From an optimization exercise on the open Yosys and OpenROAD flow, aimed at small area and a short achievable clock period; shortcuts taken in it are not production practice. RTL that was checked went through simulation tests only; none was proved equivalent to the original. Function not checked in runs 3 and 4: the RTL went through the layout flow alone. Power and IR drop assume default switching activity.

File: flow/config.mk
export PLATFORM = sky130hd
export DESIGN_NAME = top
export DESIGN_NICKNAME = top
export VERILOG_FILES = /design/flow/design.v
export SDC_FILE = /design/flow/constraint.sdc
export NUM_CORES = 4
export LEC_CHECK = 0
export CAP_MARGIN = 20
export CORE_MARGIN = 2
export CORE_UTILIZATION = 55
export PLACE_DENSITY = 0.65
export SETUP_SLACK_MARGIN = 0
export SLEW_MARGIN = 20
export SYNTH_HIERARCHICAL = 1
File: flow/constraint.sdc
create_clock -name core_clock -period 7.5 [get_ports {clk}]
set_input_delay 1.5000 -clock core_clock [delete_from_list [all_inputs] [get_ports {clk}]]
set_output_delay 1.5000 -clock core_clock [all_outputs]
set_load 0.01 [all_outputs]
File: flow/design.v
module d_register
#(
    parameter WIDTH = 8
)
(
    input [WIDTH - 1 : 0] d ,
    input clk,
    input rst,
    output reg [WIDTH - 1 : 0] q
);
always @ (posedge clk or posedge rst) begin
    if (rst)
        q <= 0;
    else
        q <= d;
end
endmodule
module d_flipflop
(
    input d,
    input clk,
    input rst,
    output reg q
);
always @ (posedge clk or posedge rst) begin
    if (rst)
        q <= 1'b0;
    else
        q <= d;
end
endmodule
module negator
#(
parameter INPUT_WIDTH = 7
)
(
input [INPUT_WIDTH - 1 : 0] in,
input  en,
output [INPUT_WIDTH : 0] out
);
assign out = (en) ? ( (~{1'b0,in}) + 1 ): {1'b0, in}; 
endmodule
module mem_byte
(
    input            clk,
    input            we,
    input            hold,
    input      [7:0] wd,
    output reg [7:0] q
);
always @(posedge clk)
    q <= ({8{we}} & wd) | ({8{hold}} & q);
endmodule
module mem_tri
(
    input        clk,
    input  [2:0] sel,
    input        str,
    input        clr,
    input  [7:0] wd,
    output [7:0] y_n,
    output [2:0] bit0
);
wire [2:0] we   = sel & {3{str}};
wire [2:0] hold = ~(we | {3{clr}});
wire [7:0] q0, q1, q2;
mem_byte b0 (.clk(clk), .we(we[0]), .hold(hold[0]), .wd(wd), .q(q0));
mem_byte b1 (.clk(clk), .we(we[1]), .hold(hold[1]), .wd(wd), .q(q1));
mem_byte b2 (.clk(clk), .we(we[2]), .hold(hold[2]), .wd(wd), .q(q2));
assign bit0 = {q2[0], q1[0], q0[0]};
assign y_n = ~(({8{sel[0]}} & q0) | ({8{sel[1]}} & q1) | ({8{sel[2]}} & q2));
endmodule
module register_file
#
(
parameter DATA_WIDTH = 8,
parameter REGISTER_ID_WIDTH = 2
)
(
    input [REGISTER_ID_WIDTH - 1 : 0] reg1,
    input [REGISTER_ID_WIDTH - 1 : 0] reg2,
    input [REGISTER_ID_WIDTH - 1 : 0] w_reg,
    input [DATA_WIDTH - 1 : 0] w_data,
    input w_en,
    input clk,
    input rst,
    output [DATA_WIDTH - 1 : 0] read1,
    output [DATA_WIDTH - 1 : 0] read2
);
reg [DATA_WIDTH - 1 : 0] data [0 : 2**REGISTER_ID_WIDTH - 1];
integer i;
assign read1 = data [reg1];
assign read2 = data [reg2];
always @ (posedge clk or posedge rst) begin
    if (rst)
    begin
        for (i = 0; i < 2**REGISTER_ID_WIDTH; i = i + 1) begin
            data[i] <= 0;
        end
    end else 
    begin
        if (w_en)
            data [w_reg] <= w_data;
    end 
end
endmodule
module alu 
# 
(
    parameter WIDTH = 8
)
(
    input wire [WIDTH - 1 : 0] a,
    input wire [WIDTH - 1 : 0] b,
    output reg [WIDTH - 1 : 0] c,
    input wire [1:0] op,
    output wire gt
);
assign gt = a > b;
always @ (a or b or op) begin
    case (op)
        2'b00: c = a + b;
        2'b01: c = ~(a & b);
        default: c = a >> b;
    endcase
end
endmodule
module control_unit
(
input [2:0] instruction,
output [1:0] op,
output branch,
output ldh,
output rd_ram,
output ldc,
output w_reg,
output w_ram
);
assign op = rom_output[7:6];
assign branch = rom_output[5];
assign ldh = rom_output[4];
assign rd_ram = rom_output[3];
assign ldc = rom_output[2];
assign w_reg = rom_output[1];
assign w_ram = rom_output[0];
reg [7:0] rom_output;
always @ (instruction) begin
    case (instruction)
        0: rom_output = 8'b00000010;
        1: rom_output = 8'b01000010;
        2: rom_output = 8'b10000010;
        3: rom_output = 8'b00100000;
        4: rom_output = 8'b00001010;
        5: rom_output = 8'b00000001;
        6: rom_output = 8'b00000110;
        7: rom_output = 8'b00010110;
    endcase
end
endmodule
module top
(
    input rst,
    input clk,
    input button,
    output [5:0] leds,
    output [7:0] imem_addr,
    input [7:0] imem_data
);
reg [7:0] pc;
reg       flag;
reg [7:0] ra, rb, rc, rd;
reg       clr;
wire [7:0] I  = imem_data;
wire [2:0] op = I[7:5];
wire is_add = (op == 3'd0);
wire is_nand = (op == 3'd1);
wire is_shr = (op == 3'd2);
wire is_bgt = (op == 3'd3);
wire is_ld  = (op == 3'd4);
wire is_str = (op == 3'd5);
wire is_ldc = op[2] & op[1];
wire is_ldh = (op == 3'd7);
wire [1:0] s1 = is_ldc ? {1'b0, I[4]} : I[4:3];
wire [1:0] s2 = I[2:1];
reg [7:0] a, b;
always @(*) begin
    case (s1)
        2'd0: a = ra;
        2'd1: a = rb;
        2'd2: a = rc;
        default: a = rd;
    endcase
    case (s2)
        2'd0: b = ra;
        2'd1: b = rb;
        2'd2: b = rc;
        default: b = rd;
    endcase
end
wire [15:0] lo_sel, hi_sel;
genvar gi;
generate
    for (gi = 0; gi < 16; gi = gi + 1) begin : pre_g
        assign lo_sel[gi] = (b[3:0] == gi);
        assign hi_sel[gi] = (b[7:4] == gi);
    end
endgenerate
wire [254:0] sel;
wire [7:0]   y_n [0:84];
wire [2:0]   bit0 [0:84];
generate
    for (gi = 0; gi < 255; gi = gi + 1) begin : sel_g
        assign sel[gi] = hi_sel[gi / 16] & lo_sel[gi % 16];
    end
    for (gi = 0; gi < 85; gi = gi + 1) begin : tri_g
        mem_tri u (.clk(clk), .sel(sel[3*gi+2:3*gi]), .str(is_str), .clr(clr),
                   .wd(a), .y_n(y_n[gi]), .bit0(bit0[gi]));
    end
endgenerate
reg [7:0] mem_rd;
integer k;
always @(*) begin
    mem_rd = 8'd0;
    for (k = 0; k < 85; k = k + 1)
        mem_rd = mem_rd | ~y_n[k];
end
wire       is255  = hi_sel[15] & lo_sel[15];
wire [7:0] r_data = is255 ? {7'b0, button} : (clr ? 8'd0 : mem_rd);
assign leds = ~{bit0[84], bit0[83]} | {6{clr}};
wire [7:0] sum  = a + b;
wire [7:0] nnd  = ~(a & b);
wire [7:0] shr  = (b[7:3] != 5'd0) ? 8'd0 : (a >> b[2:0]);
wire       gt   = a > b;
reg [7:0] wdata;
always @(*) begin
    case (op)
        3'd0: wdata = sum;
        3'd1: wdata = nnd;
        3'd2: wdata = shr;
        3'd4: wdata = r_data;
        3'd6: wdata = {a[7:4], I[3:0]};
        3'd7: wdata = {I[3:0], a[3:0]};
        default: wdata = sum;
    endcase
end
wire wreg = ~(is_bgt | is_str);
always @(posedge clk or posedge rst) begin
    if (rst) begin
        ra <= 8'd0;
        rb <= 8'd0;
        rc <= 8'd0;
        rd <= 8'd0;
    end else if (wreg) begin
        case (s1)
            2'd0: ra <= wdata;
            2'd1: rb <= wdata;
            2'd2: rc <= wdata;
            default: rd <= wdata;
        endcase
    end
end
wire [7:0] off  = I[4] ? (8'd0 - {4'd0, I[3:0]}) : {4'd0, I[3:0]};
wire       take = is_bgt & flag;
wire [7:0] pc_next = pc + (take ? off : 8'd1);
always @(posedge clk or posedge rst) begin
    if (rst) begin
        pc   <= 8'd0;
        flag <= 1'b0;
        clr  <= 1'b1;
    end else begin
        pc   <= pc_next;
        flag <= gt;
        clr  <= 1'b0;
    end
end
assign imem_addr = pc;
endmodule
File: flow/run.sh
#!/bin/bash
# synth_recipe.tcl (not shown) runs the flow's synth.tcl, then flattens the netlist and writes it again
# the make line also repeats each setting of config.mk as NAME=value (left out here)
make -C /OpenROAD-flow-scripts/flow DESIGN_CONFIG=/design/flow/config.mk WORK_HOME=/design/flow/orfs CLKGATE_MAP_FILE= SYNTH_SCRIPT=/design/flow/synth_recipe.tcl finish
==> metrics.yaml, run 1 <==
worst_setup_path:
  max_stage_delay_ns: 0.94
  critPathRequiredTime_ns: 8.19
  cp_max_fo: 14
  start_kind: "input pin"
  critPathCaptureType: "register"
  slowest_stage: "clkdlybuf4s50_1"
  path_cells: "clkdlybuf4s50_1 > mux4_2 > inv_1 > nor2_1 > nand2_2 > buf_4 > nor2_1 > buf_4 > a222oi_1 > nand4_1 > nor4_1 > buf_4 > nand4_1 > or4_1 > a211oi_1 > a21oi_1 > mux2_2"
  cp.arrival_ns: 7.68
  crit_top_cell: "buf_4"
  path_class: "input pin to register"
synth:
  synth_area_leaders: "dfxtp_1 (50%), a22o_1 (22%), a222oi_1 (8.4%)"
  synth_common_cells: "a22o_1 (2,041), dfxtp_1 (2,040), a222oi_1 (680), buf_6 (427), buf_2 (342)"
  seq_area_frac_synth_pct: 51.5
  synth-edff-count: 0
  synth-warning-count: 8
  synth-async-reset-ratio_pct: 2.02
  synth_nets: 7040
  yosysTopAreaCell: "dfxtp_1"
  synth_most_common_cell: "a22o_1"
  synth_seq_cells: 2082
  synth_area_um2: 81300
  ys.flop_type: "dfxtp_1"
  avgSynthCellArea_um2: 11.6
  synth_top_area_share_pct: 50.2
  ys_types: 65
  netlist_instances: 7003
detailed_routing:
  drt_pass1_iterations: 10
  viasPerCell: 7.29
  vias: 64280
  initialDrtViolationCount: 10443
  wl_per_cell_um: 29.8
  drc: 0
  antenna_left: 0
  drt_wl_total_um: 263000
grt:
  grt_pass1_wl_um: 394000
  grt_max_degree: 162
  antenna_found_initial: 11
  overflow: 0
  grt_pass1_vias: 59731
  grt_util_met2_pct: 48.9
  grt_use_met1_pct: 47.7
  use_met3_pct: 6.78
  grt.busiest_layer: "met2"
  grtUsageTotal_pct: 33.3
timing:
  worstMarginPinSlew_ns: 1.32
  setup_viol: 0
  post-route-min-period_ns: 6.99
  final.setup_skew_ns: 0.0392
  hold_slack_ns: 0.469
  max_freq_ghz: 0.143
  rsz0062_at_grt: "no"
  slew_viol_final: 0
  slew_headroom_pct: 11.0
  finalSetupTns_ns: 0
  min_period_over_period_pct: 93.2
  hold_viol: 0
cts:
  numCtsBuffers: 204
  clockRootBuffer: "clkbuf_16"
  clk_latency_ns: 0.84
  post_cts_resized: 0
  htree_levels: 4
  clk_pin_slew_worst_paths_ns: 0.06
  cts.sinks: 2082
  cts_setup_buffers: 0
  cts_tree: "yes"
  clockBufferDepth: 3
  ctsHoldBuffers: 0
place:
  port_buffers: 24
  placed_cell_area_um2: 79900
  dp_hpwl_um: 167000
  gp_congestion: 0.974
finish:
  finalInstanceArea_um2: 87100
  area_growth_pct: 7.02
  drive_above_1_share_pct: 11.4
  fin_nets: 6748
  fillCellCount: 12037
floorplanning:
  ios: 25
  start_util_pct: 55.2
  coreArea_um2: 147000
  dieWidth_um: 389
  die_y_um: 389
  core.rowCount: 141
  die_area_um2: 151000
status:
  status: "no timing/DRC/antenna violations"
power:
  peakVddDrop_mv: 0.745
  p_total_mw: 26.5
  p_per_area_nw_per_um2: 304
  p_leak_nw: 32.6
min_path:
  hp-class: "register to register"
flow_run:
  drv_cap: 0
## flip-flops by register name (all words and copies together), names as in the netlist
register      count
tri_g.u.b1.q    680
clr               1
tri_g.u.b2.q    680
tri_g.u.b0.q    680
flag              1
rc                8
rd                8
pc                8
rb                8
ra                8
## placed cells by master, fill, tap and decap left out, drive strengths merged, types with 4 or more instances in the layout
master	netlist	routed
a31oi	5	5
ha	24	24
a221oi	8	8
nor2	291	291
and4	7	7
nand4	172	172
a21oi	282	282
nand2b	13	13
a222oi	680	680
mux4	10	10
nor4	41	41
and2	258	258
a211oi	8	8
inv	41	44
buf	771	298
or4	6	6
clkinv	0	41
xnor2	10	10
clkdlybuf4s50	0	24
o221ai	6	6
o22ai	8	8
o211ai	8	8
clkbuf	50	312
dfrtp	41	41
mux2	23	23
o21ai	25	25
bufinv	0	19
nor2b	5	5
dfxtp	2040	2040
nand3	14	14
nand3b	4	4
a22oi	8	8
o31ai	4	4
nand2	54	54
mux2i	7	7
a22o	2041	2041
## critical path: cells and delay by family
kind,cells,cell delay (ns)
and+or+nand+nor,7,2.48
buffers and inverters,5,1.96
muxes,2,0.82
AOI/OAI and AO/OA,3,0.86
## stage by stage
| step | setup slack [ns] | cells | utilization, % |
|---|---|---|---|
| after floorplan | -1.42 | 7003 | - |
| after global placement | -0.0441 | 8430 | 54.2 |
| after detailed placement | -0.0630 | 8433 | 54.2 |
| after CTS | 0.776 | 8809 | 59.1 |
| after global routing | 0.485 | 8811 | 59.1 |
| final | 0.510 | 8814 | 59.1 |
## where the power goes
group	internal (mW)	switching, mW
registers	11.2	0.134
clock network	6.33	4.43
logic	0.780	3.62
total	18.3	8.18
## layout make-up
class | instances | area (um2) | share of cell area, %
antenna | 3 | 7.51 | 0.00862
timing repair buffer | 323 | 2710 | 3.12
multi-input combinational | 4059 | 32700 | 37.6
clock buffer | 311 | 6170 | 7.09
inverter | 41 | 199 | 0.229
tap | 1930 | 2410 | 2.77
sequential | 2082 | 41900 | 48.1
clock inverter | 65 | 938 | 1.08
## cell families (layout without fill, tap and decap cells)
logic type      count (synthesis)  after routing  share of synthesized area [%]
simple gates                  878            878                           5.86
mux                            40             40                          0.681
other cells                     1              4                        0.00461
flops                        2082           2082                           51.5
xor+xnor                       12             12                          0.129
buf+inv                       862            740                           8.44
fa+ha+maj                      26             26                          0.418
compound gates               3102           3102                           33.0
## layer usage
metal	part of all wire (%)	vias up
li1	-	27868
met1	43	32166
met2	43	3695
met3	10	541
met4	4.2	10
met5	0.026	-
## path summary, 6_finish.rpt
check / from / to / slack, ns / cells past startpoint
setup / recovery: imem_data[2] / rb[3] / 0.51 / 17
hold reg to reg: tri_g[3].u.b2.q[7] / tri_g[3].u.b2.q[7] / 0.47 / 1
max in group asynchronous: rst / rd[3] / 5.95 / 3
hold / removal: tri_g[3].u.b2.q[7] / tri_g[3].u.b2.q[7] / 0.47 / 1
setup reg to reg: rb[3] / rb[3] / 1.66 / 16
min in group asynchronous: rst / pc[2] / 1.10 / 3
## per-module statistics from Yosys (local to each module, per instance)
module	cells	cell area, um2	times used
mem_tri	17	143	85
mem_byte	18	246	255
top	968	6370	1
==> run 2, diff against run 1 <==
--- a/flow/config.mk
+++ b/flow/config.mk
@@ -10,5 +10,5 @@
 export CORE_UTILIZATION = 55
 export PLACE_DENSITY = 0.65
-export SETUP_SLACK_MARGIN = 0
+export SETUP_SLACK_MARGIN = 3.0
 export SLEW_MARGIN = 20
 export SYNTH_HIERARCHICAL = 1
==> run 2 against run 1 <==
Still clean. Via count is 1.6% higher. Register-to-register slack improved by 0.85 ns. Critical path depth rose by 1. Hold slack gained 0.00059 ns. Maximum frequency rose by 29%. Non-clock buffer count grew 189. Critical path type unchanged. Highest routed layer unchanged.
==> metrics.yaml, run 2 <==
cts:
  clockBufferDepth: 3  # unchanged
  cts_tree: "yes"  # unchanged
  clk_pin_slew_worst_paths_ns: 0.06  # about the same
  clockRootBuffer: "clkbuf_16"  # unchanged
  ctsHoldBuffers: 0  # unchanged
  numCtsBuffers: 205  # was 204
  cts.sinks: 2082  # unchanged
  htree_levels: 4  # unchanged
  clk_latency_ns: 0.86  # was 0.84 ns
place:
  gp_congestion: 0.903  # was 0.974
  dp.cells: 8481  # was 8,433
  dp_hpwl_um: 165000  # was 167,000 um
  post-place-ws_ns: 0.267  # was -0.0630 ns
  port_buffers: 24  # unchanged
detailed_routing:
  antenna_left: 0  # unchanged
  vias: 65303  # was 64,280
  wl_per_cell_um: 29.6  # was 29.8 um
  drt_pass1_iterations: 10  # unchanged
  initialDrtViolationCount: 11407  # was 10,443
  viasPerCell: 7.25  # was 7.29
  drt_wl_total_um: 267000  # was 263,000 um
  drc: 0  # unchanged
worst_setup_path:
  slowest_stage: "or4_4"  # was clkdlybuf4s50_1
  critPathCaptureType: "register"  # unchanged
  cp.arrival_ns: 6.13  # was 7.68 ns
  path_class: "input pin to register"  # unchanged
  r2r_start: "rb[5]"  # was rb[3]
  path_cells: "buf_8 > buf_12 > mux4_2 > inv_2 > nor2_2 > nand2_4 > buf_12 > nor2_2 > buf_4 > a222oi_1 > nand4_1 > nor4_4 > buf_4 > nand4_1 > or4_4 > a211oi_2 > a21oi_2 > mux2_4"  # was clkdlybuf4s50_1 > mux4_2 > inv_1 > nor2_1 > nand2_2 > buf_4 > nor2_1 > buf_4 > a222oi_1 > nand4_1 > nor4_1 > buf_4 > nand4_1 > or4_1 > a211oi_1 > a21oi_1 > mux2_2
  timing.rr.end: "rb[3]"  # unchanged
  ff2ff_path_depth: 16  # unchanged
  max_stage_delay_ns: 0.64  # was 0.94 ns
  cp_max_fo: 10  # was 14
  reg2reg_slack_ns: 2.51  # was 1.66 ns
  critPathRequiredTime_ns: 8.19  # about the same
  start_kind: "input pin"  # unchanged
flow_run:
  drv_cap: 0  # unchanged
synth:
  synth_seq_cells: 2082  # unchanged
  synth_area_leaders: "dfxtp_1 (50%), a22o_1 (22%), a222oi_1 (8.4%)"  # unchanged
  ys.flop_type: "dfxtp_1"  # unchanged
  netlist_instances: 7003  # unchanged
  synth-async-reset-ratio_pct: 2.02  # unchanged
  seq_area_frac_synth_pct: 51.5  # unchanged
  synth_area_um2: 81300  # unchanged
  synth-edff-count: 0  # unchanged
  yosysTopAreaCell: "dfxtp_1"  # unchanged
  synth-warning-count: 8  # unchanged
  synth_nets: 7040  # unchanged
  synth_most_common_cell: "a22o_1"  # unchanged
  synth_common_cells: "a22o_1 (2,041), dfxtp_1 (2,040), a222oi_1 (680), buf_6 (427), buf_2 (342)"  # unchanged
  avgSynthCellArea_um2: 11.6  # unchanged
  ys_types: 65  # unchanged
  synth_top_area_share_pct: 50.2  # unchanged
finish:
  final_core_util_pct: 61.0  # was 59.1%
  fillCellCount: 11712  # was 12,037
  fin_nets: 6938  # was 6,748
  layout_commonest_cell: "a22o_1"  # unchanged
  stdcell_count: 9007  # was 8,814
  drive_above_1_share_pct: 15.5  # was 11.4%
  most-common-layout-cells: "a22o_1 (2,041), dfxtp_1 (2,040), a222oi_1 (680)"  # unchanged
  area_growth_pct: 10.5  # was 7.02%
  top_regs: "tri_g.u.b0.q: 680 flops, tri_g.u.b1.q: 680 flops, tri_g.u.b2.q: 680 flops"  # unchanged
status:
  status: "no timing/DRC/antenna violations"  # unchanged
grt:
  grt_pass1_vias: 59682  # was 59,731
  grt_pass1_wl_um: 395000  # was 394,000 um
  antenna_found_initial: 5  # was 11
  grtUsageTotal_pct: 33.6  # was 33.3%
  overflow: 0  # unchanged
  grt_max_degree: 216  # was 162
floorplanning:
  dieWidth_um: 389  # unchanged
  die_y_um: 389  # unchanged
  ios: 25  # unchanged
  core.rowCount: 141  # unchanged
  die_area_um2: 151000  # unchanged
  coreArea_um2: 147000  # unchanged
  start_util_pct: 55.2  # unchanged
timing:
  setup_ws_ns: 2.06  # was 0.510 ns
  final.setup_skew_ns: 0.0652  # was 0.0392 ns
  min_period_over_period_pct: 72.5  # was 93.2%
  post-route-min-period_ns: 5.44  # was 6.99 ns
  slew_viol_final: 0  # unchanged
  slew_headroom_pct: 20.3  # was 11.0%
  rsz0062_at_grt: "yes"  # was no
  setup_viol: 0  # unchanged
  worstMarginPinSlew_ns: 1.20  # was 1.32 ns
  max_freq_ghz: 0.184  # was 0.143 GHz
  hold_viol: 0  # unchanged
min_path:
  min-delay-start: "tri_g[72].u.b2.q[3]"  # was tri_g[3].u.b2.q[7]
  worst_hold_path.endpoint: "tri_g[72].u.b2.q[3]"  # was tri_g[3].u.b2.q[7]
  hold-path-cell-count: 1  # unchanged
  hp-class: "register to register"  # unchanged
power:
  p_per_area_nw_per_um2: 303  # was 304 nW/um2
  peakVddDrop_mv: 0.404  # was 0.745 mV
  p_leak_nw: 34.1  # was 32.6 nW
[run 2: how the worst max path moves through the flow]
stage | from | endpoint | slack (ns) | cells past startpoint
after floorplan | imem_data[6] | ra[4] | -1.23 | 14
after global placement | imem_data[1] | ra[3] | 0.35 | 17
after detailed placement | imem_data[2] | rb[3] | 0.27 | 16
after CTS | imem_data[1] | rb[3] | 2.27 | 16
after global routing | imem_data[1] | ra[3] | 2.07 | 18
final | imem_data[1] | rb[3] | 2.06 | 18
[run 2: final cells by class]
| type | count | area (um2) | area share (%) |
|---|---|---|---|
| sequential | 2082 | 41900 | 46.6 |
| timing repair buffer | 512 | 4800 | 5.34 |
| antenna | 4 | 10.0 | 0.0111 |
| tap | 1930 | 2410 | 2.69 |
| inverter | 41 | 206 | 0.230 |
| clock inverter | 76 | 1130 | 1.25 |
| multi-input combinational | 4059 | 33300 | 37.1 |
| clock buffer | 303 | 6100 | 6.79 |
[run 2: cells by family after synthesis]
logic type      share of synthesized area, %
compound gates                          33.0
buf+inv                                 8.44
simple gates                            5.86
mux                                    0.681
flops                                   51.5
xor+xnor                               0.129
other cells                          0.00461
fa+ha+maj                              0.418
[run 2: per-layer routing]
| layer | GRT usage [%] | vias up | wire [um] |
|---|---|---|---|
| met5 | 0 | - | 10 |
| met4 | 14.6 | 2 | 11700 |
| met3 | 6.26 | 533 | 26300 |
| met2 | 49.1 | 3873 | 116000 |
| met1 | 48.2 | 32651 | 113000 |
| li1 | - | 28244 | - |
[run 2: critical path: cells and delay by family]
family	cells	cell delay (ns)
AND/OR/NAND/NOR	7	2.06
buffers and inverters	6	0.89
multiplexers	2	0.83
AO/OA/AOI/OAI	3	0.81
[run 2: power breakdown]
group	switching, mW	internal (mW)	leakage [nW]
registers	0.134	11.2	16.9
logic	3.87	1.24	13.6
clock network	4.61	6.21	3.53
[run 2: per-module statistics from Yosys, one instance, submodules excluded]
module | times used | area, um2 | flip-flops and latches | cells
top | 1 | 6370 | 42 | 968
mem_byte | 255 | 246 | 8 | 18
mem_tri | 85 | 143 | 0 | 17
[run 2: stage by stage]
stage | hold slack [ns] | TNS, ns | area [um2] | total power, mW
floorplan | 0.438 | -31.49 | 81500 | 13.8
global placement | 0.451 | 0 | 80200 | 15.8
detailed placement | 0.452 | 0 | 80200 | 15.8
CTS | 0.472 | 0 | 88900 | 26.9
global route | 0.476 | 0 | 89900 | 28.0
finish | 0.470 | 0 | 89900 | 27.3
[run 2: timing repair]
| item | 4_1_cts | 5_1_grt |
|---|---|---|
| gates resized for setup | 158 | 112 |
| setup endpoints to repair | 130 | 158 |
| hold endpoints to repair | 0 | 0 |
| setup buffers | 73 | 63 |
| cloned | 5 | 0 |
| pin swaps | 81 | 103 |
==> run 3, diff against run 2 <==
--- a/flow/design.v
+++ b/flow/design.v
@@ -69,5 +69,5 @@
 mem_byte b2 (.clk(clk), .we(we[2]), .hold(hold[2]), .wd(wd), .q(q2));
 assign bit0 = {q2[0], q1[0], q0[0]};
-assign y_n = ~(({8{sel[0]}} & q0) | ({8{sel[1]}} & q1) | ({8{sel[2]}} & q2));
+assign y_n  = ~(({8{sel[0]}} & q0) | ({8{sel[1]}} & q1) | ({8{sel[2]}} & q2));
 endmodule
 module register_file
@@ -173,12 +173,7 @@
 wire [7:0] I  = imem_data;
 wire [2:0] op = I[7:5];
-wire is_add = (op == 3'd0);
-wire is_nand = (op == 3'd1);
-wire is_shr = (op == 3'd2);
 wire is_bgt = (op == 3'd3);
-wire is_ld  = (op == 3'd4);
 wire is_str = (op == 3'd5);
 wire is_ldc = op[2] & op[1];
-wire is_ldh = (op == 3'd7);
 wire [1:0] s1 = is_ldc ? {1'b0, I[4]} : I[4:3];
 wire [1:0] s2 = I[2:1];
@@ -198,19 +193,33 @@
     endcase
 end
-wire [15:0] lo_sel, hi_sel;
-genvar gi;
+wire [3:0] s2_oh = 4'd1 << s2;
+wire [15:0] lo_r [0:3];
+wire [15:0] hi_r [0:3];
+genvar gi, gr;
 generate
     for (gi = 0; gi < 16; gi = gi + 1) begin : pre_g
-        assign lo_sel[gi] = (b[3:0] == gi);
-        assign hi_sel[gi] = (b[7:4] == gi);
+        assign lo_r[0][gi] = (ra[3:0] == gi);
+        assign lo_r[1][gi] = (rb[3:0] == gi);
+        assign lo_r[2][gi] = (rc[3:0] == gi);
+        assign lo_r[3][gi] = (rd[3:0] == gi);
+        assign hi_r[0][gi] = (ra[7:4] == gi);
+        assign hi_r[1][gi] = (rb[7:4] == gi);
+        assign hi_r[2][gi] = (rc[7:4] == gi);
+        assign hi_r[3][gi] = (rd[7:4] == gi);
     end
 endgenerate
-wire [254:0] sel;
-wire [7:0]   y_n [0:84];
-wire [2:0]   bit0 [0:84];
+wire [15:0] lo_sel = ({16{s2_oh[0]}} & lo_r[0]) | ({16{s2_oh[1]}} & lo_r[1]) |
+                     ({16{s2_oh[2]}} & lo_r[2]) | ({16{s2_oh[3]}} & lo_r[3]);
+wire [15:0] hi_sel = ({16{s2_oh[0]}} & hi_r[0]) | ({16{s2_oh[1]}} & hi_r[1]) |
+                     ({16{s2_oh[2]}} & hi_r[2]) | ({16{s2_oh[3]}} & hi_r[3]);
+wire [255:0] sel;
 generate
-    for (gi = 0; gi < 255; gi = gi + 1) begin : sel_g
+    for (gi = 0; gi < 256; gi = gi + 1) begin : sel_g
         assign sel[gi] = hi_sel[gi / 16] & lo_sel[gi % 16];
     end
+endgenerate
+wire [7:0] y_n [0:84];
+wire [2:0] bit0 [0:84];
+generate
     for (gi = 0; gi < 85; gi = gi + 1) begin : tri_g
         mem_tri u (.clk(clk), .sel(sel[3*gi+2:3*gi]), .str(is_str), .clr(clr),
@@ -225,6 +234,5 @@
         mem_rd = mem_rd | ~y_n[k];
 end
-wire       is255  = hi_sel[15] & lo_sel[15];
-wire [7:0] r_data = is255 ? {7'b0, button} : (clr ? 8'd0 : mem_rd);
+wire [7:0] r_data = (mem_rd & {8{~clr}}) | {7'b0, sel[255] & button};
 assign leds = ~{bit0[84], bit0[83]} | {6{clr}};
 wire [7:0] sum  = a + b;
==> run 3 against run 2 <==
Die area rose by 1.1%. Global-route usage fell by 0.41 points. Synthesized cell count rose by 2.3%. Final cell count barely moved. Total power fell by 1.9%. Sequential power barely moved. Count of clock-buffer cells in the layout rose by 3. Wire length fell by 0.88%. Critical path depth fell by 1. Sequential cell count did not move. Combinational power fell by 14%. Worst setup slack improved by 0.42 ns. Critical path type unchanged.
==> metrics.yaml, run 3 <==
floorplanning:
  core.rowCount: 141  # unchanged
  die_y_um: 391  # was 389 um
  start_util_pct: 55.5  # was 55.2%
  ios: 25  # unchanged
  dieWidth_um: 391  # was 389 um
  coreArea_um2: 148000  # was 147,000 um2
  die_area_um2: 153000  # was 151,000 um2
detailed_routing:
  viasPerCell: 7.28  # was 7.25
  antenna_left: 0  # unchanged
  drt_pass1_iterations: 11  # was 10
  vias: 65596  # was 65,303
  drt_wl_total_um: 265000  # was 267,000 um
  drc: 0  # unchanged
  initialDrtViolationCount: 10593  # was 11,407
  wl_per_cell_um: 29.4  # was 29.6 um
timing:
  worstMarginPinSlew_ns: 1.40  # was 1.20 ns
  final.setup_skew_ns: 0.0323  # was 0.0652 ns
  max_freq_ghz: 0.199  # was 0.184 GHz
  finalSetupTns_ns: 0  # unchanged
  slew_viol_final: 0  # unchanged
  hold_viol: 0  # unchanged
  slew_headroom_pct: 6.67  # was 20.3%
  setup_viol: 0  # unchanged
  post-route-min-period_ns: 5.02  # was 5.44 ns
  min_period_over_period_pct: 66.9  # was 72.5%
  rsz0062_at_grt: "yes"  # unchanged
  hold_slack_ns: 0.468  # was 0.470 ns
synth:
  synth_area_um2: 82200  # was 81,300 um2
  synth_nets: 7200  # was 7,040
  seq_area_frac_synth_pct: 50.9  # was 51.5%
  synth_area_leaders: "dfxtp_1 (50%), a22o_1 (22%), a222oi_1 (8.3%)"  # was dfxtp_1 (50%), a22o_1 (22%), a222oi_1 (8.4%)
  synth_common_cells: "a22o_1 (2,041), dfxtp_1 (2,040), a222oi_1 (681), buf_6 (426), buf_2 (345)"  # was a22o_1 (2,041), dfxtp_1 (2,040), a222oi_1 (680), buf_6 (427), buf_2 (342)
  synth_seq_cells: 2082  # unchanged
  synth_top_area_share_pct: 49.7  # was 50.2%
  synth_most_common_cell: "a22o_1"  # unchanged
  avgSynthCellArea_um2: 11.5  # was 11.6 um2
  netlist_instances: 7163  # was 7,003
  ys_types: 72  # was 65
  synth-async-reset-ratio_pct: 2.02  # unchanged
  synth-warning-count: 8  # unchanged
  ys.flop_type: "dfxtp_1"  # unchanged
  yosysTopAreaCell: "dfxtp_1"  # unchanged
  synth-edff-count: 0  # unchanged
power:
  switchingPower_mw: 8.08  # was 8.61 mW
  p_leak_nw: 33.6  # was 34.1 nW
  pwr-share-clk_pct: 40.4  # was 39.7%
  switching_share_pct: 30.2  # was 31.6%
  p_total_mw: 26.7  # was 27.3 mW
  power.share.sequential_pct: 43.0  # was 41.6%
  peakVddDrop_mv: 0.333  # was 0.404 mV
  p_per_area_nw_per_um2: 297  # was 303 nW/um2
  p_int_mw: 18.7  # about the same
  combPwrFrac_pct: 16.5  # was 18.7%
worst_setup_path:
  critPathCaptureType: "register"  # unchanged
  cp_max_fo: 7  # was 10
  critPathRequiredTime_ns: 8.16  # was 8.19 ns
  path_cells: "buf_12 > nor2b_4 > nand3b_1 > buf_4 > o22ai_4 > nor3_4 > buf_12 > nor2_4 > buf_6 > a222oi_1 > nand4_1 > nor4_4 > nand4_1 > o21ai_2 > o211ai_1 > a21oi_2 > a21oi_1"  # was buf_8 > buf_12 > mux4_2 > inv_2 > nor2_2 > nand2_4 > buf_12 > nor2_2 > buf_4 > a222oi_1 > nand4_1 > nor4_4 > buf_4 > nand4_1 > or4_4 > a211oi_2 > a21oi_2 > mux2_4
  start_kind: "input pin"  # unchanged
  r2r_start: "rc[0]"  # was rb[5]
  path_class: "input pin to register"  # unchanged
  ff2ff_path_depth: 15  # was 16
  reg2reg_slack_ns: 2.71  # was 2.51 ns
  max_stage_delay_ns: 0.77  # was 0.64 ns
  crit_end: "rc[6]"  # was rb[3]
  timing.rr.end: "rc[6]"  # was rb[3]
  cp.arrival_ns: 5.67  # was 6.13 ns
  crit_start: "imem_data[2]"  # was imem_data[1]
  slowest_stage: "a222oi_1"  # was or4_4
finish:
  drive_above_1_share_pct: 13.9  # was 15.5%
  stdcell_count: 9006  # was 9,007
  area_growth_pct: 9.44  # was 10.5%
  most-common-layout-cells: "a22o_1 (2,041), dfxtp_1 (2,040), a222oi_1 (681)"  # was a22o_1 (2,041), dfxtp_1 (2,040), a222oi_1 (680)
  layout_commonest_cell: "a22o_1"  # unchanged
  top_regs: "tri_g.u.b0.q: 680 flops, tri_g.u.b1.q: 680 flops, tri_g.u.b2.q: 680 flops"  # unchanged
  finalInstanceArea_um2: 90000  # was 89,900 um2
  fin_nets: 6936  # was 6,938
  fillCellCount: 11843  # was 11,712
grt:
  grt_pass1_wl_um: 396000  # was 395,000 um
  grt_pass1_vias: 60389  # was 59,682
  overflow: 0  # unchanged
  grt_max_degree: 168  # was 216
  grtUsageTotal_pct: 33.2  # was 33.6%
  antenna_found_initial: 5  # unchanged
cts:
  htree_levels: 4  # unchanged
  clockBufferDepth: 3  # unchanged
  clk_pin_slew_worst_paths_ns: 0.06  # about the same
  cts_tree: "yes"  # unchanged
  numCtsBuffers: 205  # unchanged
  clk_latency_ns: 0.83  # was 0.86 ns
  ctsHoldBuffers: 0  # unchanged
  cts.sinks: 2082  # unchanged
  clockRootBuffer: "clkbuf_16"  # unchanged
status:
  status: "no timing/DRC/antenna violations"  # unchanged
place:
  dp.cells: 8468  # was 8,481
  placed_cell_area_um2: 80100  # was 80,200 um2
  dp_hpwl_um: 161000  # was 165,000 um
  port_buffers: 24  # unchanged
  gp_congestion: 0.930  # was 0.903
min_path:
  min-delay-start: "tri_g[70].u.b1.q[0]"  # was tri_g[72].u.b2.q[3]
  hp-class: "register to register"  # unchanged
flow_run:
  drv_cap: 0  # unchanged
run 3: modules after synthesis (local to each module, per instance):
module / times used / cells inside / flops+latches / cell area (um2)
mem_tri: 85 / 17 / 0 / 143
top: 1 / 1128 / 42 / 7240
mem_byte: 255 / 18 / 8 / 246
run 3: what timing repair did:
action                                  4_1_cts  5_1_grt
buffers inserted                            111       35
cloned                                        5        1
endpoints found under the setup margin      384      103
gates resized for setup                     223       78
pin swaps                                   155      103
run 3: power groups by stage:
| stage | logic (mW) | registers [mW] | clock network, mW |
|---|---|---|---|
| finish | 4.42 | 11.5 | 10.8 |
| global route | 4.59 | 11.5 | 11.4 |
| CTS | 4.21 | 11.5 | 10.9 |
| detailed placement | 3.84 | 11.7 | 0 |
| global placement | 3.81 | 11.7 | 0 |
| floorplan | 2.21 | 11.6 | 0 |
run 3: how the worst min path moves through the flow:
stage                     endpoint  cells past startpoint
6_report       tri_g[70].u.b1.q[0]                      1
5_1_grt         tri_g[6].u.b2.q[7]                      1
4_1_cts        tri_g[66].u.b1.q[2]                      1
3_5_place_dp    tri_g[3].u.b1.q[3]                      1
3_3_place_gp   tri_g[75].u.b1.q[5]                      1
2_1_floorplan   tri_g[0].u.b0.q[6]                      1
run 3: area by class of cell:
class	count	area, um2	share of cell area, %
antenna	1	2.50	0.00278
clock buffer	306	6150	6.83
clock inverter	77	1030	1.14
inverter	33	130	0.145
multi-input combinational	4210	34600	38.4
sequential	2082	41900	46.6
tap	1930	2410	2.68
timing repair buffer	367	3800	4.23
run 3: cell families after synthesis:
group	after synthesis	share of synthesized area, %
XOR/XNOR	15	0.160
AND/OR/NAND/NOR	976	6.44
adder cells (fa/ha/maj)	27	0.426
multiplexers	41	0.660
flip-flops	2082	50.9
other	1	0.00456
buffers and inverters	871	8.40
AO/OA/AOI/OAI	3150	33.0
run 3: critical path: cells and delay by family:
family / cells / cell delay, ns
simple gates: 7 / 2.01
compound gates: 6 / 1.50
buf+inv: 4 / 0.61
run 3: metal layers:
metal | global-route usage, % | vias up | wire (um) | part of all wire, %
li1 | - | 28556 | - | -
met1 | 47.8 | 32720 | 114000 | 43
met2 | 49.0 | 3743 | 115000 | 43
met3 | 6.33 | 573 | 25200 | 9.5
met4 | 12.6 | 4 | 10900 | 4.1
met5 | 0 | - | 27 | 0.010
run 3: per-stage QoR:
step / setup slack, ns / utilization [%]
CTS: 2.76 / 60.3
detailed placement: -0.214 / 54.1
floorplan: -0.0228 / -
finish: 2.48 / 60.8
global placement: -0.171 / 54.1
global route: 2.56 / 60.8
==> run 4, diff against run 3 <==
--- a/flow/config.mk
+++ b/flow/config.mk
@@ -9,4 +9,5 @@
 export CORE_MARGIN = 2
 export CORE_UTILIZATION = 55
+export CTS_BUF_LIST = sky130_fd_sc_hd__clkbuf_4 sky130_fd_sc_hd__clkbuf_8
 export PLACE_DENSITY = 0.65
 export SETUP_SLACK_MARGIN = 3.0
==> run 4 against run 3 <==
Still clean. Count of clock-buffer cells in the layout is 227 higher. Hold slack hardly changed. Synthesized cell count stayed put. Die area stayed put. Sequential power hardly changed. Via count is 1.0% higher. Total power is 1.2% lower. Area after synthesis stayed put. Clock power is 4% lower. Wire length is 0.76% higher. Register-to-register slack better by 0.09 ns. Sequential share of layout area hardly changed. Critical endpoint is now rc[1].
==> metrics.yaml, run 4 <==
status:
  status: "no timing/DRC/antenna violations"  # unchanged
timing:
  min_period_over_period_pct: 64.4  # was 66.9%
  worstMarginPinSlew_ns: 1.22  # was 1.40 ns
  slew_viol_final: 0  # unchanged
  post-route-min-period_ns: 4.83  # was 5.02 ns
  hold_viol: 0  # unchanged
  final.setup_skew_ns: 0.0770  # was 0.0323 ns
  setup_viol: 0  # unchanged
  max_freq_ghz: 0.207  # was 0.199 GHz
  rsz0062_at_grt: "yes"  # unchanged
  slew_headroom_pct: 18.8  # was 6.67%
  setup_ws_ns: 2.67  # was 2.48 ns
  finalSetupTns_ns: 0  # unchanged
cts:
  cts.sinks: 2082  # unchanged
  clockBufferDepth: 4  # was 3
  clockRootBuffer: "clkbuf_8"  # was clkbuf_16
  htree_levels: 5  # was 4
  numCtsBuffers: 344  # was 205
  clk_latency_ns: 1.03  # was 0.83 ns
  cts_tree: "yes"  # unchanged
  clk_pin_slew_worst_paths_ns: 0.06  # about the same
  ctsHoldBuffers: 0  # unchanged
synth:
  synth-edff-count: 0  # unchanged
  synth_area_leaders: "dfxtp_1 (50%), a22o_1 (22%), a222oi_1 (8.3%)"  # unchanged
  ys.flop_type: "dfxtp_1"  # unchanged
  synth-warning-count: 8  # unchanged
  ys_types: 72  # unchanged
  synth_most_common_cell: "a22o_1"  # unchanged
  yosysTopAreaCell: "dfxtp_1"  # unchanged
  synth_common_cells: "a22o_1 (2,041), dfxtp_1 (2,040), a222oi_1 (681), buf_6 (426), buf_2 (345)"  # unchanged
  synth_top_area_share_pct: 49.7  # unchanged
  seq_area_frac_synth_pct: 50.9  # unchanged
  synth_seq_cells: 2082  # unchanged
  synth-async-reset-ratio_pct: 2.02  # unchanged
  netlist_instances: 7163  # unchanged
  synth_area_um2: 82200  # unchanged
  avgSynthCellArea_um2: 11.5  # unchanged
  synth_nets: 7200  # unchanged
worst_setup_path:
  start_kind: "input pin"  # unchanged
  reg2reg_slack_ns: 2.80  # was 2.71 ns
  timing.rr.end: "ra[0]"  # was rc[6]
  critPathCaptureType: "register"  # unchanged
  max_stage_delay_ns: 0.79  # was 0.77 ns
  path_cells: "buf_12 > nor2b_4 > nand3b_1 > o22ai_2 > nor2_4 > buf_6 > buf_6 > nor2_2 > a222oi_1 > nand4_1 > nor4_4 > nand4_1 > o21ai_1 > o21ai_1 > a21oi_2 > a21oi_1"  # was buf_12 > nor2b_4 > nand3b_1 > buf_4 > o22ai_4 > nor3_4 > buf_12 > nor2_4 > buf_6 > a222oi_1 > nand4_1 > nor4_4 > nand4_1 > o21ai_2 > o211ai_1 > a21oi_2 > a21oi_1
  critPathRequiredTime_ns: 8.29  # was 8.16 ns
  path_class: "input pin to register"  # unchanged
  ff2ff_path_depth: 17  # was 15
  cp.buffers_inverters: 3  # was 4
  cp_max_fo: 10  # was 7
  slowest_stage: "a222oi_1"  # unchanged
  r2r_start: "rd[0]"  # was rc[0]
  cp.arrival_ns: 5.62  # was 5.67 ns
  cp_top_family: "simple AND/OR/NAND/NOR gates"  # unchanged
flow_run:
  drv_cap: 0  # unchanged
detailed_routing:
  initialDrtViolationCount: 11070  # was 10,593
  antenna_left: 0  # unchanged
  drt_wl_total_um: 267000  # was 265,000 um
  drt_pass1_iterations: 12  # was 11
  vias: 66260  # was 65,596
  wl_per_cell_um: 28.9  # was 29.4 um
  viasPerCell: 7.19  # was 7.28
  drc: 0  # unchanged
place:
  gp_congestion: 0.930  # unchanged
  dp_hpwl_um: 161000  # unchanged
  port_buffers: 24  # unchanged
  placed_cell_area_um2: 80100  # unchanged
  post-place-ws_ns: -0.214  # unchanged
grt:
  grtUsageTotal_pct: 33.2  # about the same
  grt_max_degree: 168  # unchanged
  overflow: 0  # unchanged
  grt_pass1_wl_um: 396000  # about the same
  antenna_found_initial: 5  # unchanged
  grt_pass1_vias: 61429  # was 60,389
floorplanning:
  dieWidth_um: 391  # unchanged
  die_area_um2: 153000  # unchanged
  die_y_um: 391  # unchanged
  coreArea_um2: 148000  # unchanged
  start_util_pct: 55.5  # unchanged
  core.rowCount: 141  # unchanged
  ios: 25  # unchanged
power:
  p_total_mw: 26.4  # was 26.7 mW
  p_per_area_nw_per_um2: 293  # was 297 nW/um2
  p_leak_nw: 33.8  # was 33.6 nW
  peakVddDrop_mv: 0.333  # about the same
min_path:
  worst_hold_path.endpoint: "tri_g[14].u.b2.q[0]"  # was tri_g[70].u.b1.q[0]
  hold-path-cell-count: 1  # unchanged
  hp-class: "register to register"  # unchanged
  min-delay-start: "tri_g[14].u.b2.q[0]"  # was tri_g[70].u.b1.q[0]
finish:
  fillCellCount: 11932  # was 11,843
  layout_commonest_cell: "a22o_1"  # unchanged
  finalInstanceArea_um2: 90100  # was 90,000 um2
  most-common-layout-cells: "a22o_1 (2,041), dfxtp_1 (2,040), a222oi_1 (681)"  # unchanged
  area_growth_pct: 9.54  # was 9.44%
  final_core_util_pct: 60.8  # about the same
  top_regs: "tri_g.u.b0.q: 680 flops, tri_g.u.b1.q: 680 flops, tri_g.u.b2.q: 680 flops"  # unchanged
  drive_above_1_share_pct: 17.3  # was 13.9%
  fin_nets: 7089  # was 6,936
## run 4: changes by cell type in the layout (fill, tap and decap cells not counted), moves of 11 or more
cell       delta
buf_4        +15
clkbuf_4    +108
clkbuf_1     -44
clkbuf_8    +376
nor2_1       -16
bufinv_16    -11
clkbuf_16   -210
nor2_2       +16
## run 4: repair_timing
item	CTS	global route
pin swaps	124	129
cloned	2	5
buffers inserted	94	65
setup endpoints to repair	274	170
resized for setup	168	145
## run 4: modules after synthesis (local to each module, per instance)
| module | flops+latches | cell area [um2] | cells |
|---|---|---|---|
| mem_byte | 8 | 246 | 18 |
| mem_tri | 0 | 143 | 17 |
| top | 42 | 7240 | 1128 |
## run 4: worst max path at each step
stage	slack, ns	startpoint	endpoint	depth (start not counted)
floorplan	-0.02	imem_data[7]	ra[7]	13
global placement	-0.17	imem_data[2]	ra[1]	16
detailed placement	-0.21	imem_data[2]	ra[1]	16
CTS	2.94	imem_data[1]	rc[1]	17
global route	2.76	imem_data[2]	ra[0]	19
finish	2.67	imem_data[2]	rc[1]	16
## run 4: per-stage QoR
step           hold WS (ns)  instances
2_1_floorplan         0.438       7163
4_1_cts               0.472       9141
5_1_grt               0.476       9215
3_5_place_dp          0.452       8468
6_report              0.468       9216
3_3_place_gp          0.451       8467
## run 4: cells by family (layout without fill, tap and decap cells)
family                     count (synthesis)  count (layout)  synth area share, %
AOI/OAI and AO/OA                       3150            3150                 33.0
xor gates and xnor gates                  15              15                0.160
adders and majority gates                 27              27                0.426
buffers and inverters                    871             991                 8.40
DFF                                     2082            2082                 50.9
muxes                                     41              41                0.660
other                                      1               4              0.00456
and+or+nand+nor                          976             976                 6.44
## run 4: metal layers
| metal | up-vias | part of all wire, % | track usage [%] |
|---|---|---|---|
| met5 | - | 0.0083 | 0 |
| met4 | 4 | 3.9 | 12.9 |
| met3 | 601 | 9.8 | 6.11 |
| met2 | 3947 | 44 | 49.2 |
| met1 | 32859 | 43 | 47.6 |
| li1 | 28849 | - | - |
## run 4: cell type report
| type | instances | area [um2] | share of cell area [%] |
|---|---|---|---|
| repair buffers | 381 | 3900 | 4.33 |
| flip-flops and latches | 2082 | 41900 | 46.5 |
| inverters | 33 | 128 | 0.142 |
| multi-input cells | 4210 | 34600 | 38.4 |
| clock buffers | 533 | 6670 | 7.41 |
| well taps | 1930 | 2410 | 2.68 |
| diodes | 3 | 7.51 | 0.00834 |
| clock inverters | 44 | 462 | 0.513 |
## run 4: power breakdown
part           switching (mW)  internal (mW)  total [mW]
sequential              0.289           11.2        11.5
combinational            3.37           1.14        4.51
clock                    4.46           5.93        10.4
total                    8.12           18.3        26.4

==> port drivers added, routing unchanged <==
How much do the figures lean on ideal ports? The routed layouts below were timed once more, with nothing changed but the port constraints.
Step 1 assumes that a clkbuf_16 drives the clock port and a buf_2 every other input.
Step 2, shift: input delay + t, output delay - t, t = (earliest + latest rising clock arrival at the registers) / 2. This alone moves slack from input paths to output paths.
a / b / c = ideal / step 1 / step 2; a / b = the first two.
| run | shift t [ns] | setup WS [ns] | worst hold slack (ns) | worst setup path after step 2 | cell pins on the clock port's net |
|---|---|---|---|---|---|
| run 1 | 0.906 | 0.510 / 0.569 / -0.337 | 0.469 / 0.469 / 0.469 | input to register | 1 |
| run 2 | 0.911 | 2.062 / 2.094 / 1.183 | 0.470 / 0.470 / 0.470 | input to register | 1 |
| run 3 | 0.899 | 2.482 / 2.446 / 1.547 | 0.468 / 0.468 / 0.468 | input to register | 1 |
| run 4 | 1.070 | 2.670 / 2.556 / 1.486 | 0.468 / 0.468 / 0.468 | input to register | 1 |
Met with ideal ports but missed after step 2: setup timing in run 1. The setup slack of run 4, which loses most, moves by -0.114 ns with the drivers and by -1.184 ns with both steps.
